What follows belongs to an exercise in optimizing a design on an open flow for small area; a production flow would make more cautious choices. Only simulation tests tie the RTL to the original design; equivalence was not proved. No activity file was given, so power comes from the tool's default toggle rates.

## job 7222
// udp_rx_stack
module udp_rx_stack(
    input               i_clk               ,
    input               i_rst               ,
    input [31:0]        i_local_ip          ,
    input               i_local_ip_valid    ,
    input [15:0]        i_local_port        ,
    input               i_local_port_valid  ,
    input [7:0]         i_GMII_data         ,
    input               i_GMII_valid        ,
    output [47:0]       o_rec_src_mac       ,
    output              o_rec_src_valid     ,
    output              o_crc_error         ,
    output              o_crc_valid         ,
    output [7:0]        o_udp_data          ,
    output [15:0]       o_udp_len           ,
    output              o_udp_last          ,
    output              o_udp_valid         ,
    output [15:0]       o_icmp_seq          ,
    output              o_icmp_reply        ,
    output [47:0]       o_arp_mac           ,
    output [31:0]       o_arp_ip            ,
    output              o_arp_valid         ,
    output              o_arp_reply
);
reg [7:0]   s0, s1, s2, s3, s4, s5, s6, s7, s8, s9, s10;
always @(posedge i_clk) begin
    s0 <= i_GMII_data;
    s1 <= s0; s2 <= s1; s3 <= s2; s4 <= s3; s5 <= s4;
    s6 <= s5; s7 <= s6; s8 <= s7; s9 <= s8; s10 <= s9;
end
reg         v0, v1;
always @(posedge i_clk or posedge i_rst) begin
    if (i_rst) begin
        v0 <= 1'b0;
        v1 <= 1'b0;
    end else begin
        v0 <= i_GMII_valid;
        v1 <= v0;
    end
end
wire        neg = v1 & ~v0;          
reg [4:0]   rc;
wire        s0_55 = s0 == 8'h55;
wire        s0_d5 = s0 == 8'hD5;
always @(posedge i_clk or posedge i_rst) begin
    if (i_rst)
        rc <= 5'd0;
    else if (v0) begin
        if (!(rc == 5'd6 && s0_55) && rc != 5'd25)
            rc <= rc + 5'd1;
    end else if (rc >= 5'd20 && rc <= 5'd24)
        rc <= rc + 5'd1;
    else
        rc <= 5'd0;
end
reg         hdr_ok;                  
always @(posedge i_clk or posedge i_rst) begin
    if (i_rst)
        hdr_ok <= 1'b1;
    else if (!v0)
        hdr_ok <= 1'b1;
    else if (rc <= 5'd6 && !(s0_55 || (rc == 5'd6 && s0_d5)))
        hdr_ok <= 1'b0;
end
reg         lo08, is_ip, is_arp;
always @(posedge i_clk or posedge i_rst) begin
  ...
For scale: about 1000 cells after synthesis, about 0.014 mm² of cells after synthesis.
export LEC_CHECK = 0
export CAP_MARGIN = 20
export CORE_MARGIN = 2
export CORE_UTILIZATION = 40
export SLEW_MARGIN = 20
create_clock -name core_clock -period 8.0 [get_ports {i_clk}]
standard.sh (not shown) runs the stock make flow with config.mk's settings and CLKGATE_MAP_FILE= SYNTH_SCRIPT=/design/flow/synth_recipe.tcl, a recipe that flattens the netlist after the stock synthesis.
==> flow/flow/run.sh <==
#!/bin/bash
set -euo pipefail
cd "$(dirname "$0")/.."
export BUFFER_PORTS_ARGS="-buffer_cell sky130_fd_sc_hd__buf_1"
export CTS_ARGS="-sink_clustering_enable -repair_clock_nets -dont_use_dummy_load -buf_list sky130_fd_sc_hd__clkbuf_8 -sink_clustering_size 16 -sink_clustering_max_diameter 60"
bash standard.sh finish > flow_make.log 2>&1
#### Input delta (job 8332 over job 7222)
==> flow/flow/run.sh <==
#!/bin/bash
set -euo pipefail
cd "$(dirname "$0")/.."
export BUFFER_PORTS_ARGS="-buffer_cell sky130_fd_sc_hd__buf_1"
export CTS_ARGS="-sink_clustering_enable -repair_clock_nets -dont_use_dummy_load -buf_list sky130_fd_sc_hd__clkbuf_4"
bash standard.sh finish > flow_make.log 2>&1
==> comparison <==
- Job 8332 vs job 7222 — relative slew slack rose 0.22 points.
- Job 8332 reports a higher total detailed-routing wirelength than job 7222 does.
- | design area | job 8332 vs job 7222 | about 1.7% higher |
- Summary: static leakage, job 8332 worse than job 7222
- Going from job 7222 to job 8332, sequential share of layout area dropped 1.0 points; area fraction of clock buffers and clock inverters climbed 1.6 points.
Relative to job 8332, the following input files were edited for job 1745:
-- flow/flow/run.sh --
<<< job 8332, line 5
export CTS_ARGS="-sink_clustering_enable -repair_clock_nets -dont_use_dummy_load -buf_list sky130_fd_sc_hd__clkbuf_4"
>>> job 1745, line 5
export CTS_ARGS="-sink_clustering_enable -repair_clock_nets -dont_use_dummy_load -buf_list sky130_fd_sc_hd__clkbuf_4 -sink_clustering_size 10 -sink_clustering_max_diameter 50"
- Job 1745 | stages: all done | timing, DRC, antenna: all pass
- First-pass GRT wire length (job 1745 vs. job 8332) decreases slightly
- Changes observed in job 1745 relative to job 8332: total CTS buffers now smaller, number of cells in the finished layout apart from fillers moved down, final-layout clock buffer total dropped about 50%, combinational fraction of design power picked up an extra 1.9 points.
- Global-route track usage on met3 (higher): job 8332
> inputs changed (job 1745 -> job 549)
==> flow/flow/run.sh <==
#!/bin/bash
set -euo pipefail
cd "$(dirname "$0")/.."
export BUFFER_PORTS_ARGS="-buffer_cell sky130_fd_sc_hd__buf_1"
export CTS_ARGS="-sink_clustering_enable -repair_clock_nets -dont_use_dummy_load -buf_list sky130_fd_sc_hd__clkbuf_8"
bash standard.sh finish > flow_make.log 2>&1
==> comparison <==
From job 1745 to job 549 the numbers moved as follows: compound-gate portion of the synthesized area held, routed via count went up 79. On wire length of the first global-routing pass, job 1745 beats job 549. Portion of the clock cycle consumed by the worst path in the final layout: job 549 < job 1745. Job 1745 tops out at a lower clock frequency than job 549. Job 549 vs. job 1745: final cell count now larger, utilization higher. Summary of job 549 over job 1745: area of all placed cells without fillers now larger, power in combinational cells saw little to no change, minimum clock period after layout -0.17 ns.

==> re-timing with driven ports <==
The flow's constraints put no driver on any port. The routed layouts listed below were extracted and timed again, unchanged, in two steps. Step 1 sets driving cells, clkbuf_16 on the clock port and buf_2 on the other inputs (assumed; they add their load-dependent delay and slew). Step 2 times the ports against the registers' clock, not the clock port: input delays grow and output delays shrink by t, the midpoint of the rising clock arrivals with the driver on. Slacks: ideal / step 1 / step 2; pairs: ideal / step 1.
run | t, ns | setup WS [ns] | hold slack, ns | clock arrival spread, ns | worst slew at a driven data input, ns
job 7222 | 0.553 | 3.764 / 3.717 / 4.270 | 0.350 / 0.350 / 0.350 | 0.082 / 0.081 | 0.07
job 8332 | 0.750 | 3.589 / 3.545 / 4.295 | 0.335 / 0.335 / 0.335 | 0.059 / 0.060 | 0.07
job 1745 | 0.769 | 3.541 / 3.491 / 4.261 | 0.342 / 0.342 / 0.342 | 0.116 / 0.117 | 0.07
job 549 | 0.592 | 3.707 / 3.657 / 4.249 | 0.332 / 0.332 / 0.332 | 0.062 / 0.062 | 0.07
After both steps every run listed still meets setup and hold.
